This design comes from an exercise in tuning for small area on the open sky130 flow, not from production work. The RTL was checked by simulation tests, not by an equivalence proof against the original design. No driver is modelled on the clock port, so clocking that relies on it looks cheaper here than on a real chip.

## try-maple
==> flow/design.v (excerpt) <==
module ia_loader_top (
    input  wire         clk,
    input  wire         rst_n,
    input  wire         init_cfg,
    output wire         load_ia_req,
    input  wire         load_ia_granted,
    input  wire         send_ia_trigger,
    input  wire [31:0]  k,
    input  wire [31:0]  n,
    input  wire [31:0]  m,
    input  wire [31:0]  lhs_zp,
    input  wire [31:0]  lhs_row_stride_b,
    input  wire [31:0]  lhs_base,
    input  wire         use_16bits,
    output wire         icb_cmd_valid,
    input  wire         icb_cmd_ready,
    output wire         icb_cmd_read,
    output wire [31:0]  icb_cmd_addr,
    output wire [3:0]   icb_cmd_len,
    input  wire         icb_rsp_valid,
    output wire         icb_rsp_ready,
    input  wire [31:0]  icb_rsp_rdata,
    input  wire         icb_rsp_err,
    output wire         ia_sending_done,
    output wire         ia_row_valid,
    output wire         ia_is_init_data,
    output wire         ia_calc_done,
    output wire [255:0] ia_out_flat,
    output wire         ia_data_valid
);
    ia_loader #(
        .DATA_WIDTH(16),
        .SIZE(16),
        .BUS_WIDTH(32),
        .REG_WIDTH(32)
    ) u_ia_loader (
        .clk              (clk),
        .rst_n            (rst_n),
        .init_cfg         (init_cfg),
  ...
clock: 12.0 ns
lec_check: 0
cap_margin: 10
cell_pad_in_sites_detail_placement: 1
cell_pad_in_sites_global_placement: 1
core_margin: 2
core_utilization: 55
place_density: 0.7
slew_margin: 10
standard.sh (not shown) runs the stock make flow with config.mk's settings and CLKGATE_MAP_FILE= SYNTH_SCRIPT=/design/flow/synth_recipe.tcl, a recipe that flattens the netlist after the stock synthesis.
==> flow/flow/run.sh <==
#!/bin/bash
# The standard layout (standard.sh), with two changes:
#  - clock tree synthesis inserts no dummy loads and builds larger sink
#    clusters (fewer, fuller leaf buffers);
#  - port buffers use the smallest buffer cell.
# make's output goes to standard.log; each ORFS step logs under orfs/logs.
export CTS_ARGS="-sink_clustering_enable -repair_clock_nets -dont_use_dummy_load -sink_clustering_size 30 -sink_clustering_max_diameter 80"
export BUFFER_PORTS_ARGS="-buffer_cell sky130_fd_sc_hd__buf_1"
bash standard.sh finish > standard.log 2>&1
Input changes introduced in try-onyx (baseline for comparison: try-maple):
--- a/flow/design.v
+++ b/flow/design.v
@@ -283,37 +283,25 @@
             if (pushA || alA) cntA <= cntA - 1'd1;
             if (pushB || alB) cntB <= cntB - 3'd1;
             if (pushC || alC) cntC <= cntC - 4'd1;
         end
     end
     wire shA = pushA || alA || (sending && sA);
     wire shB = pushB || alB || (sending && sB);
     wire shC = pushC || alC || (sending && sC);
-    logic [15:0] lin [4];
-    assign lin[0] = cfg_16 ? icb_rsp_rdata[15:0]  : {{8{icb_rsp_rdata[7]}},  icb_rsp_rdata[7:0]};
-    assign lin[1] = cfg_16 ? icb_rsp_rdata[31:16] : {{8{icb_rsp_rdata[15]}}, icb_rsp_rdata[15:8]};
-    assign lin[2] = {{8{icb_rsp_rdata[23]}}, icb_rsp_rdata[23:16]};
-    assign lin[3] = {{8{icb_rsp_rdata[31]}}, icb_rsp_rdata[31:24]};
-    logic [15:0] lane [4];
-    logic [16:0] lcy [4];
-    always_comb begin
-        for (int l = 0; l < 4; l++) begin
-            lcy[l][0] = 1'b0;
-            for (int i = 0; i < 16; i++) begin
-                lane[l][i] = lin[l][i] ^ cfg_zp[i] ^ lcy[l][i];
-                lcy[l][i+1] = (lin[l][i] & cfg_zp[i]) | (lcy[l][i] & (lin[l][i] ^ cfg_zp[i]));
-            end
-        end
-    end
+    wire [15:0] lane0 = (cfg_16 ? icb_rsp_rdata[15:0]  : {{8{icb_rsp_rdata[7]}},  icb_rsp_rdata[7:0]})   + cfg_zp;
+    wire [15:0] lane1 = (cfg_16 ? icb_rsp_rdata[31:16] : {{8{icb_rsp_rdata[15]}}, icb_rsp_rdata[15:8]})  + cfg_zp;
+    wire [15:0] lane2 = {{8{icb_rsp_rdata[23]}}, icb_rsp_rdata[23:16]} + cfg_zp;
+    wire [15:0] lane3 = {{8{icb_rsp_rdata[31]}}, icb_rsp_rdata[31:24]} + cfg_zp;
     wire [15:0] wd [4];
-    assign wd[0] = lane[0];
-    assign wd[1] = lane[1];
-    assign wd[2] = cfg_16 ? lane[0] : lane[2];
-    assign wd[3] = cfg_16 ? lane[1] : lane[3];
+    assign wd[0] = lane0;
+    assign wd[1] = lane1;
+    assign wd[2] = cfg_16 ? lane0 : lane2;
+    assign wd[3] = cfg_16 ? lane1 : lane3;
     logic [15:0] col_we;
     always_comb
         for (int c = 0; c < 16; c++)
             col_we[c] = rsp_hs && (cfg_16 ? (bc == 3'(c >> 1)) : (bc[1:0] == 2'(c >> 2)));
     logic [15:0] segA [2][16];
     logic [15:0] segB [5][16];
     logic [15:0] segC [9][16];
     always_ff @(posedge clk) begin
Findings:
Routing usage on met3, try-maple and try-onyx, lower one = try-maple. Routed wire length went up by a few percent going from try-maple to try-onyx. Max shortest clock period the worst path allows after layout across try-maple and try-onyx: try-maple. The final layouts of try-maple and try-onyx pass the timing, design-rule and antenna checks. From try-maple to try-onyx the numbers moved as follows: met1 track demand over resource now larger; area of the mapped netlist now larger. The portion of the layout cell area used by non-clock buffers on try-onyx is in line with that on try-maple. try-onyx gives more maximum frequency than try-maple did. Taking try-maple as the reference, in try-onyx share of the clock period used by the worst path went down by 19 points; total of plain and repair buffers excluding clock buffers moved up. Compared try-onyx vs try-maple, and final area is up in try-onyx.

-- re-timing with driven ports --
The results above use ideal ports. As a check the final layouts listed here were re-extracted and re-timed, cells and wires unchanged. Step 1 sets driving cells, clkbuf_16 on the clock port and buf_2 on the other inputs (assumed; they add their load-dependent delay and slew). Step 2, shift: input delay + t, output delay - t, t = (earliest + latest rising clock arrival at the registers) / 2. This alone moves slack from input paths to output paths. a / b / c = ideal / step 1 / step 2; a / b = the first two.
| run | t (ns) | slack for setup (ns) | latest minus earliest clock arrival (ns) | worst slew at a driven data input, ns | pins driven straight from the clock port |
|---|---|---|---|---|---|
| try-maple | 0.931 | 2.277 / 2.351 / 1.419 | 0.085 / 0.085 | 0.09 | 1 |
| try-onyx | 0.915 | 4.521 / 4.521 / 4.521 | 0.126 / 0.126 | 0.27 | 1 |
After both steps every run listed still meets setup and hold. For try-maple, which loses most, drivers alone change the setup slack by +0.074 ns; drivers and shift together by -0.858 ns.
